From an optimization exercise on the open Yosys and OpenROAD flow, aimed at small area; shortcuts taken in it are not production practice. Function was checked by simulation only, so behaviour that the tests miss may differ from the original.

==> cedar <==
Design control, start of the top module:
module control(
    input pclk,
    input resetn,
    output tx_rinc,
    input [7:0] tx_rdata,
    input tx_rempty,
    output tx,
    output rx_winc,
    output [7:0] rx_wdata,
    input rx_wfull,
    input rx
);
==> flow/config.mk <==
export PLATFORM = sky130hd
export DESIGN_NAME = control
export DESIGN_NICKNAME = control
export VERILOG_FILES = /design/flow/design.v
export SDC_FILE = /design/flow/constraint.sdc
export NUM_CORES = 4
export LEC_CHECK = 0
export CAP_MARGIN = 20
export CORE_MARGIN = 2
export CORE_UTILIZATION = 40
export PLACE_DENSITY = 0.6
export SLEW_MARGIN = 20
==> flow/constraint.sdc <==
create_clock -name core_clock -period 10.0 [get_ports {pclk}]
set_input_delay 2.0000 -clock core_clock [delete_from_list [all_inputs] [get_ports {pclk}]]
set_output_delay 2.0000 -clock core_clock [all_outputs]
set_load 0.01 [all_outputs]
standard.sh (not shown) runs the stock make flow with config.mk's settings and CLKGATE_MAP_FILE= SYNTH_SCRIPT=/design/flow/synth_recipe.tcl, a recipe that flattens the netlist after the stock synthesis.
==> flow/flow/run.sh <==
#!/bin/bash
# Own layout flow: the standard ORFS flow (standard.sh), with a synthesis script that
# maps the logic for area: no half/full-adder cell extraction and an area-only ABC script.
# Registers, names and the rest of the flow are those of the standard flow.
set -euo pipefail
W=$(pwd)
F=$W/flow
sed "s#@ABC@#$F/area.abc#" "$F/synth_own.tcl" > "$W/synth_own.tcl"
sed "s#SYNTH_SCRIPT=[^ ]*#SYNTH_SCRIPT=$W/synth_own.tcl#" "$W/standard.sh" > "$W/own_standard.sh"
grep -q "SYNTH_SCRIPT=$W/synth_own.tcl" "$W/own_standard.sh"
# port buffers: the smallest buffer; clock tree: small buffers, no dummy loads
export BUFFER_PORTS_ARGS="-buffer_cell sky130_fd_sc_hd__buf_1"
export CTS_ARGS="-sink_clustering_enable -repair_clock_nets -dont_use_dummy_load -buf_list sky130_fd_sc_hd__clkbuf_8 -root_buf sky130_fd_sc_hd__clkbuf_8"
bash "$W/own_standard.sh" > "$W/orfs_make.log" 2>&1
==> flow/flow/area.abc <==
strash
ifraig
scorr
dc2
strash
&get -n
&dch -f
&nf -a -R 1000
&put
==> flow/flow/synth_own.tcl <==
proc synth {args} { yosys synth -nofsm -noshare {*}$args }
set ::env(ADDER_MAP_FILE) ""
proc abc {args} {
  set i [lsearch -exact $args -script]
  if {$i >= 0} { set args [lreplace $args $i [expr {$i + 1}] -script @ABC@] }
  yosys abc {*}$args
}
source $::env(SCRIPTS_DIR)/synth.tcl
# left out here: clear keep_hierarchy, flatten, clean up, hide names made inside functions, write 1_2_yosys.v
==> fjord: changes against cedar <==
--- a/flow/design.v
+++ b/flow/design.v
@@ -45,17 +45,17 @@
             6'b100110: dec6 = 4'h6; 6'b100101: dec6 = 4'h7;
             6'b011001: dec6 = 4'h8; 6'b011010: dec6 = 4'h9;
             6'b011100: dec6 = 4'ha; 6'b110001: dec6 = 4'hb;
             6'b110010: dec6 = 4'hc; 6'b101001: dec6 = 4'hd;
             6'b101010: dec6 = 4'he; 6'b101100: dec6 = 4'hf;
             default:   dec6 = 4'h0;
         endcase
     endfunction
-    localparam [3:0] E_IDLE = 4'd0, E_SH = 4'd1, E_SL = 4'd2, E_D0 = 4'd3, E_D11 = 4'd14;
+    localparam [3:0] E_IDLE = 4'b0110, E_SH = 4'b0111, E_SL = 4'b1111, E_D0 = 4'b0000, E_D11 = 4'b1101;
     localparam [2:0] C_IDLE = 3'd0, C_WAIT = 3'd1, C_SEND = 3'd2, C_LOW = 3'd3, C_GAP = 3'd4;
     reg [12:0] pwm;         
     reg        encoding;    
     reg        curTx;
     reg [3:0]  est;
     reg [5:0]  cnt;         
     reg [4:0]  sym;         
     reg [7:0]  dbuf;        
@@ -102,30 +102,20 @@
     always @(posedge pclk or negedge resetn) begin
         if (~resetn) cst <= C_IDLE;
         else cst <= cst_n;
     end
     always @(posedge pclk) begin
         if (c_low | c_gap) lowcnt <= lowcnt + 1'b1;
         else lowcnt <= 10'd0;
     end
-    wire [3:0] nib = (est >= 4'd9) ? dbuf[7:4] : dbuf[3:0];
+    wire [3:0] nib = est[3] ? dbuf[7:4] : dbuf[3:0];
     wire [5:0] code = enc6(nib);
-    reg  [2:0] bidx;
-    always @(*) begin
-        case (est)
-            4'd3, 4'd9:  bidx = 3'd0;
-            4'd4, 4'd10: bidx = 3'd1;
-            4'd5, 4'd11: bidx = 3'd2;
-            4'd6, 4'd12: bidx = 3'd3;
-            4'd7, 4'd13: bidx = 3'd4;
-            default:     bidx = 3'd5;
-        endcase
-    end
-    wire dbit = code[bidx];
+    wire [7:0] code8 = {code[1:0], code};    
+    wire dbit = code8[est[2:0]];
     reg [3:0] est_n;
     reg [5:0] cnt_n;
     reg [4:0] sym_n;
     reg       tx_n;
     always @(*) begin
         est_n = est;
         cnt_n = cnt49 ? 6'd0 : cnt + 1'b1;
         sym_n = sym;
@@ -149,17 +139,17 @@
                     else sym_n = sym + 1'b1;
                 end
             end
             default: begin
                 if (cnt49) begin
                     if (e_last) begin
                         if (encode & ~sym23) begin est_n = E_D0; sym_n = sym + 1'b1; end
                         else begin est_n = E_IDLE; sym_n = 5'd0; end
-                    end else est_n = est + 1'b1;
+                    end else est_n = (est[2:0] == 3'd5) ? {~est[3], 3'd0} : est + 1'b1;
                 end else tx_n = dbit;
             end
         endcase
     end
     always @(posedge pclk or negedge resetn) begin
         if (~resetn) begin
             est <= E_IDLE;
             encoding <= 1'b0;
@@ -210,32 +200,32 @@
             6'b011100: dec6 = 4'ha; 6'b110001: dec6 = 4'hb;
             6'b110010: dec6 = 4'hc; 6'b101001: dec6 = 4'hd;
             6'b101010: dec6 = 4'he; 6'b101100: dec6 = 4'hf;
             default:   dec6 = 4'h0;
         endcase
     endfunction
     localparam [4:0] R_IDLE = 5'd0, R_SH0 = 5'd1, R_SH4 = 5'd5, R_PEND = 5'd6,
                      R_SL0 = 5'd7, R_SL1 = 5'd8, R_SL4 = 5'd11, R_D0 = 5'd12, R_D11 = 5'd23,
-                     R_V0 = 5'd24, R_V1 = 5'd25;
+                     R_V0 = 5'd24, R_V1 = 5'd25, R_DV = 5'd26;
     reg [1:0]  rs;
     reg [4:0]  rst;
     reg [15:0] c;      
     reg [4:0]  v;      
     reg [5:0]  S;      
     reg [1:0]  m;      
     reg [11:0] raw;
-    reg        dv;
+    wire       dv = (rst == R_DV);    
     reg [3:0]  lo_nib;
     reg        winc_q;
     reg [7:0]  wdata_q;
     wire act  = ~((rst == R_IDLE) | (rst == R_PEND));
     wire live = &S;
-    wire win  = (v >= 5'd17) & (v <= 5'd21) & (c[0] == v[0]);
-    wire ph22 = (v == 5'd22) & ~c[0];
+    wire win  = ((v == 5'd8) & c[0]) | (v == 5'd9) | (v == 5'd10);
+    wire ph22 = (v == 5'd11) & ~c[0];
     wire dec  = ph22 & live;
     wire bitv = &m;
     wire wrapzone = &c[15:6] & (c[5] | c[4]);
     reg pass;
     integer i;
     always @(*) begin
         pass = 1'b1;
         for (i = 0; i < 7; i = i + 1)
@@ -244,17 +234,18 @@
     reg [4:0] rst_n;
     always @(*) begin
         rst_n = rst;
         case (rst)
             R_IDLE: if (&rs) rst_n = R_SH0;
             R_PEND: if (~|rs) rst_n = R_SL0;
             R_SL0:  if (dec & ~bitv) rst_n = R_SL1;
             R_V0:   rst_n = R_V1;
-            R_V1:   rst_n = pass ? R_D0 : R_IDLE;
+            R_V1:   rst_n = pass ? R_DV : R_IDLE;
+            R_DV:   rst_n = R_D0;
             default: begin
                 if (dec) begin
                     if (rst <= R_SH4) rst_n = bitv ? rst + 1'b1 : R_IDLE;
                     else if (rst <= R_SL4) rst_n = ~bitv ? rst + 1'b1 : R_IDLE;
                     else rst_n = rst + 1'b1;
                 end
             end
         endcase
@@ -267,24 +258,23 @@
         end else begin
             rst <= rst_n;
             winc_q <= dv & ~rx_wfull;
             if (dv & ~rx_wfull) wdata_q <= {dec6(raw[11:6]), lo_nib};
         end
     end
     always @(posedge pclk) begin
         rs <= {rs[0], rx};
-        dv <= (rst == R_V1) & pass;
         if (~act) begin
             c <= 16'd0;
             v <= 5'd0;
             S <= 6'h3f;
         end else begin
             c <= c + 1'b1;
-            v <= (v == 5'd24) ? 5'd0 : v + 1'b1;
+            if (c[0]) v <= (v == 5'd24) ? 5'd0 : v + 1'b1;
             if (ph22) begin
                 if (wrapzone) S <= ~c[5:0];
                 else if (~live) S <= S - 1'b1;
             end
         end
         m <= win ? (m + {1'b0, rs[1] & ~bitv}) : 2'd0;
         if (dec & (rst >= R_D0) & (rst <= R_D11)) raw <= {bitv, raw[11:1]};
         if (dec & (rst == R_D0 + 5'd6)) lo_nib <= dec6(raw[11:6]);
--- a/flow/flow/run.sh
+++ b/flow/flow/run.sh
@@ -1,11 +1,12 @@
 #!/bin/bash
 # Own layout flow: the standard ORFS flow (standard.sh), with a synthesis script that
-# maps the logic for area: no half/full-adder cell extraction and an area-only ABC script.
+# maps the logic for area: no half/full-adder cell extraction and an area-oriented ABC script
+# (deepsyn restructuring, then area mapping).
 # Registers, names and the rest of the flow are those of the standard flow.
 set -euo pipefail
 W=$(pwd)
 F=$W/flow
 sed "s#@ABC@#$F/area.abc#" "$F/synth_own.tcl" > "$W/synth_own.tcl"
 sed "s#SYNTH_SCRIPT=[^ ]*#SYNTH_SCRIPT=$W/synth_own.tcl#" "$W/standard.sh" > "$W/own_standard.sh"
 grep -q "SYNTH_SCRIPT=$W/synth_own.tcl" "$W/own_standard.sh"
 # port buffers: the smallest buffer; clock tree: small buffers, no dummy loads
==> flow/flow/area.abc (replaced) <==
strash
ifraig
scorr
dc2
strash
&get -n
&deepsyn -T 300 -J 200
&put
dch -f
amap
strash
dch -f
amap
Settings changed: CAP_MARGIN 20 to 0, GPL_TIMING_DRIVEN set to 0, SLEW_MARGIN 20 to 0.
==> amber: changes against cedar <==
--- a/flow/design.v
+++ b/flow/design.v
@@ -4,29 +4,16 @@
     output tx_rinc,
     input [7:0] tx_rdata,
     input tx_rempty,
     output tx,
     output rx_winc,
     output [7:0] rx_wdata,
     input rx_wfull,
     input rx
-);
-    vlc_tx u_tx(.pclk(pclk), .resetn(resetn), .tx_rinc(tx_rinc), .tx_rdata(tx_rdata),
-                .tx_rempty(tx_rempty), .tx(tx));
-    vlc_rx u_rx(.pclk(pclk), .resetn(resetn), .rx_winc(rx_winc), .rx_wdata(rx_wdata),
-                .rx_wfull(rx_wfull), .rx(rx));
-endmodule
-module vlc_tx(
-    input pclk,
-    input resetn,
-    output tx_rinc,
-    input [7:0] tx_rdata,
-    input tx_rempty,
-    output tx
 );
     function [5:0] enc6;
         input [3:0] n;
         case (n)
             4'h0: enc6 = 6'b001110; 4'h1: enc6 = 6'b001101;
             4'h2: enc6 = 6'b010011; 4'h3: enc6 = 6'b010110;
             4'h4: enc6 = 6'b010101; 4'h5: enc6 = 6'b100011;
             4'h6: enc6 = 6'b100110; 4'h7: enc6 = 6'b100101;
@@ -51,29 +38,28 @@
         endcase
     endfunction
     localparam [3:0] E_IDLE = 4'd0, E_SH = 4'd1, E_SL = 4'd2, E_D0 = 4'd3, E_D11 = 4'd14;
     localparam [2:0] C_IDLE = 3'd0, C_WAIT = 3'd1, C_SEND = 3'd2, C_LOW = 3'd3, C_GAP = 3'd4;
     reg [12:0] pwm;         
     reg        encoding;    
     reg        curTx;
     reg [3:0]  est;
-    reg [5:0]  cnt;         
+    reg [7:0]  cnt;         
     reg [4:0]  sym;         
     reg [7:0]  dbuf;        
     reg [2:0]  cst;
     reg [9:0]  lowcnt;
     wire e_sl   = (est == E_SL);
     wire e_last = (est == E_D11);
     wire sym23  = sym[4] & sym[2] & sym[1] & sym[0];
-    wire cnt2   = (cnt == 6'd2);
-    wire cnt48  = cnt[5] & cnt[4] & ~cnt[0];
-    wire cnt49  = cnt[5] & cnt[4] & cnt[0];
-    wire sym4   = sym[2];                                 
-    wire ready  = cnt2 & ((e_sl & (sym == 5'd0)) | (e_last & ~sym23));
+    wire cnt2   = (cnt == 8'd2);
+    wire cnt49  = cnt[5] & cnt[4] & cnt[0];              
+    wire cnt249 = &cnt[7:3] & cnt[0];                     
+    wire ready  = cnt2 & (e_sl | (e_last & ~sym23));
     wire frameEnd = e_last & cnt49 & sym23;
     wire c_idle = (cst == C_IDLE);
     wire c_wait = (cst == C_WAIT);
     wire c_send = (cst == C_SEND);
     wire c_low  = (cst == C_LOW);
     wire c_gap  = (cst == C_GAP);
     wire low_done = lowcnt[9] & lowcnt[8] & lowcnt[6] & lowcnt[4] & lowcnt[0];             
     wire gap_done = lowcnt[9] & lowcnt[6] & lowcnt[4] & lowcnt[2] & lowcnt[1] & lowcnt[0];  
@@ -117,45 +103,40 @@
             4'd5, 4'd11: bidx = 3'd2;
             4'd6, 4'd12: bidx = 3'd3;
             4'd7, 4'd13: bidx = 3'd4;
             default:     bidx = 3'd5;
         endcase
     end
     wire dbit = code[bidx];
     reg [3:0] est_n;
-    reg [5:0] cnt_n;
+    reg [7:0] cnt_n;
     reg [4:0] sym_n;
     reg       tx_n;
     always @(*) begin
         est_n = est;
-        cnt_n = cnt49 ? 6'd0 : cnt + 1'b1;
+        cnt_n = cnt + 1'b1;
         sym_n = sym;
         tx_n  = curTx;
         case (est)
             E_IDLE: begin
-                tx_n = 1'b0; cnt_n = 6'd0; sym_n = 5'd0;
+                tx_n = 1'b0; cnt_n = 8'd0; sym_n = 5'd0;
                 if (encode) est_n = E_SH;
             end
             E_SH: begin
                 tx_n = 1'b1;
-                if (cnt49) begin
-                    if (sym4) begin est_n = E_SL; sym_n = 5'd0; end
-                    else sym_n = sym + 1'b1;
-                end
+                if (cnt249) begin est_n = E_SL; cnt_n = 8'd0; end
             end
             E_SL: begin
                 tx_n = 1'b0;
-                if (cnt49) begin
-                    if (sym4) begin est_n = E_D0; sym_n = 5'd0; end
-                    else sym_n = sym + 1'b1;
-                end
+                if (cnt249) begin est_n = E_D0; cnt_n = 8'd0; end
             end
             default: begin
                 if (cnt49) begin
+                    cnt_n = 8'd0;
                     if (e_last) begin
                         if (encode & ~sym23) begin est_n = E_D0; sym_n = sym + 1'b1; end
                         else begin est_n = E_IDLE; sym_n = 5'd0; end
                     end else est_n = est + 1'b1;
                 end else tx_n = dbit;
             end
         endcase
     end
@@ -169,67 +150,30 @@
             encoding <= (est != E_IDLE);
             if (~encoding) pwm <= pwm + 1'b1;
         end
     end
     always @(posedge pclk) begin
         cnt <= cnt_n;
         sym <= sym_n;
         curTx <= tx_n;
-        if (cnt48 & ((e_sl & sym4) | e_last)) dbuf <= tx_rdata;
+        if ((e_sl & (cnt == 8'd248)) | (e_last & (cnt == 8'd48))) dbuf <= tx_rdata;
     end
     assign tx = encoding ? curTx : pwm[12];
-endmodule
-module vlc_rx(
-    input pclk,
-    input resetn,
-    output rx_winc,
-    output [7:0] rx_wdata,
-    input rx_wfull,
-    input rx
-);
-    function [5:0] enc6;
-        input [3:0] n;
-        case (n)
-            4'h0: enc6 = 6'b001110; 4'h1: enc6 = 6'b001101;
-            4'h2: enc6 = 6'b010011; 4'h3: enc6 = 6'b010110;
-            4'h4: enc6 = 6'b010101; 4'h5: enc6 = 6'b100011;
-            4'h6: enc6 = 6'b100110; 4'h7: enc6 = 6'b100101;
-            4'h8: enc6 = 6'b011001; 4'h9: enc6 = 6'b011010;
-            4'ha: enc6 = 6'b011100; 4'hb: enc6 = 6'b110001;
-            4'hc: enc6 = 6'b110010; 4'hd: enc6 = 6'b101001;
-            4'he: enc6 = 6'b101010; default: enc6 = 6'b101100;
-        endcase
-    endfunction
-    function [3:0] dec6;
-        input [5:0] w;
-        case (w)
-            6'b001110: dec6 = 4'h0; 6'b001101: dec6 = 4'h1;
-            6'b010011: dec6 = 4'h2; 6'b010110: dec6 = 4'h3;
-            6'b010101: dec6 = 4'h4; 6'b100011: dec6 = 4'h5;
-            6'b100110: dec6 = 4'h6; 6'b100101: dec6 = 4'h7;
-            6'b011001: dec6 = 4'h8; 6'b011010: dec6 = 4'h9;
-            6'b011100: dec6 = 4'ha; 6'b110001: dec6 = 4'hb;
-            6'b110010: dec6 = 4'hc; 6'b101001: dec6 = 4'hd;
-            6'b101010: dec6 = 4'he; 6'b101100: dec6 = 4'hf;
-            default:   dec6 = 4'h0;
-        endcase
-    endfunction
     localparam [4:0] R_IDLE = 5'd0, R_SH0 = 5'd1, R_SH4 = 5'd5, R_PEND = 5'd6,
                      R_SL0 = 5'd7, R_SL1 = 5'd8, R_SL4 = 5'd11, R_D0 = 5'd12, R_D11 = 5'd23,
                      R_V0 = 5'd24, R_V1 = 5'd25;
     reg [1:0]  rs;
     reg [4:0]  rst;
     reg [15:0] c;      
     reg [4:0]  v;      
     reg [5:0]  S;      
     reg [1:0]  m;      
     reg [11:0] raw;
     reg        dv;
-    reg [3:0]  lo_nib;
     reg        winc_q;
     reg [7:0]  wdata_q;
     wire act  = ~((rst == R_IDLE) | (rst == R_PEND));
     wire live = &S;
     wire win  = (v >= 5'd17) & (v <= 5'd21) & (c[0] == v[0]);
     wire ph22 = (v == 5'd22) & ~c[0];
     wire dec  = ph22 & live;
     wire bitv = &m;
@@ -262,17 +206,17 @@
     always @(posedge pclk or negedge resetn) begin
         if (~resetn) begin
             rst <= R_IDLE;
             winc_q <= 1'b0;
             wdata_q <= 8'h0;
         end else begin
             rst <= rst_n;
             winc_q <= dv & ~rx_wfull;
-            if (dv & ~rx_wfull) wdata_q <= {dec6(raw[11:6]), lo_nib};
+            if (dv & ~rx_wfull) wdata_q <= {dec6(raw[11:6]), dec6(raw[5:0])};
         end
     end
     always @(posedge pclk) begin
         rs <= {rs[0], rx};
         dv <= (rst == R_V1) & pass;
         if (~act) begin
             c <= 16'd0;
             v <= 5'd0;
@@ -282,13 +226,12 @@
             v <= (v == 5'd24) ? 5'd0 : v + 1'b1;
             if (ph22) begin
                 if (wrapzone) S <= ~c[5:0];
                 else if (~live) S <= S - 1'b1;
             end
         end
         m <= win ? (m + {1'b0, rs[1] & ~bitv}) : 2'd0;
         if (dec & (rst >= R_D0) & (rst <= R_D11)) raw <= {bitv, raw[11:1]};
-        if (dec & (rst == R_D0 + 5'd6)) lo_nib <= dec6(raw[11:6]);
     end
     assign rx_winc = winc_q;
     assign rx_wdata = wdata_q;
 endmodule
==> flow/run.sh (new file) <==
#!/bin/bash
# synth_recipe.tcl (not shown) runs the flow's synth.tcl, then flattens the netlist and writes it again
# the make line also repeats each setting of config.mk as NAME=value (left out here)
make -C /OpenROAD-flow-scripts/flow DESIGN_CONFIG=/design/flow/config.mk WORK_HOME=/design/flow/orfs CLKGATE_MAP_FILE= SYNTH_SCRIPT=/design/flow/synth_recipe.tcl finish
removed: flow/flow/run.sh
removed: flow/flow/area.abc
removed: flow/flow/synth_own.tcl
removed: flow/standard.sh
==> reports/qor.yml <==
p_per_area_nw_per_um2: 139
n_fill_cell: 1532
p_leak_nw: 2.81
clk_share_pct: 4.08
design_area_um2: 7120
cts.clk_slew.worst_paths_ns: 0.07
sh_seq_area_pct: 37.3
synth_compound_area_share_pct: 16.1
grt_usage_pct: 15.1
synth_xor_xnor_area_share_pct: 6.62
row_count: 46
syn_avg_cell_area_um2: 8.90
wl_per_cell_um: 13.4
r2r_start: "est[0]"
status: "no timing/DRC/antenna violations"
drt_pass1_iterations: 5
inverters: 38
pg_clk_w: 0.000354
The numbers above come from amber.

==> reports/qor.yml <==
synth_compound_area_share_pct: 15.1
sh_seq_area_pct: 51.8
design_area_um2: 5250
cts.clk_slew.worst_paths_ns: 0.09
clk_share_pct: 2.36
status: "no timing/DRC/antenna violations"
wl_per_cell_um: 12.5
synth_xor_xnor_area_share_pct: 0
n_fill_cell: 1150
The numbers above come from fjord.

==> reports/qor.yml <==
syn_avg_cell_area_um2: 9.46
wl_per_cell_um: 12.5
clk_share_pct: 4.15
status: "no timing/DRC/antenna violations"
cts.clk_slew.worst_paths_ns: 0.05
p_leak_nw: 2.20
ys_ff_latch: 113
p_per_area_nw_per_um2: 183
inverters: 8
r2r_start: "u_tx.est[0]"
grt_usage_pct: 14.5
sh_seq_area_pct: 48.6
design_area_um2: 5640
The numbers above come from cedar.

==> what the ideal ports hide <==
Ports are ideal in the flow. The routed layouts listed here were re-timed in OpenROAD. Step 1: set_driving_cell puts a clkbuf_16 on pclk and a buf_2 on each other input, an assumption about the parent block. Step 2 adds t to the input delays and takes it off the output delays; t is the mean of the earliest and latest rising clock arrival at the registers after step 1. Input paths then give back, and output paths get back, about the clock's delay inside the block. a / b / c = ideal ports / drivers / drivers and shift; a / b = the first two.
run | t, ns | slack for setup (ns) | hold slack, ns | worst data-port slew with drivers (ns)
cedar | 0.445 | 5.513 / 5.492 / 5.492 | 0.372 / 0.372 / 0.372 | 0.03
fjord | 0.398 | 5.337 / 5.309 / 5.309 | 0.381 / 0.381 / 0.381 | 0.03
amber | 0.389 | 4.631 / 4.608 / 4.608 | 0.368 / 0.368 / 0.368 | 0.03
After both steps every run listed still meets setup and hold. For fjord, which loses most, drivers alone change the setup slack by -0.028 ns; drivers and shift together by -0.028 ns.
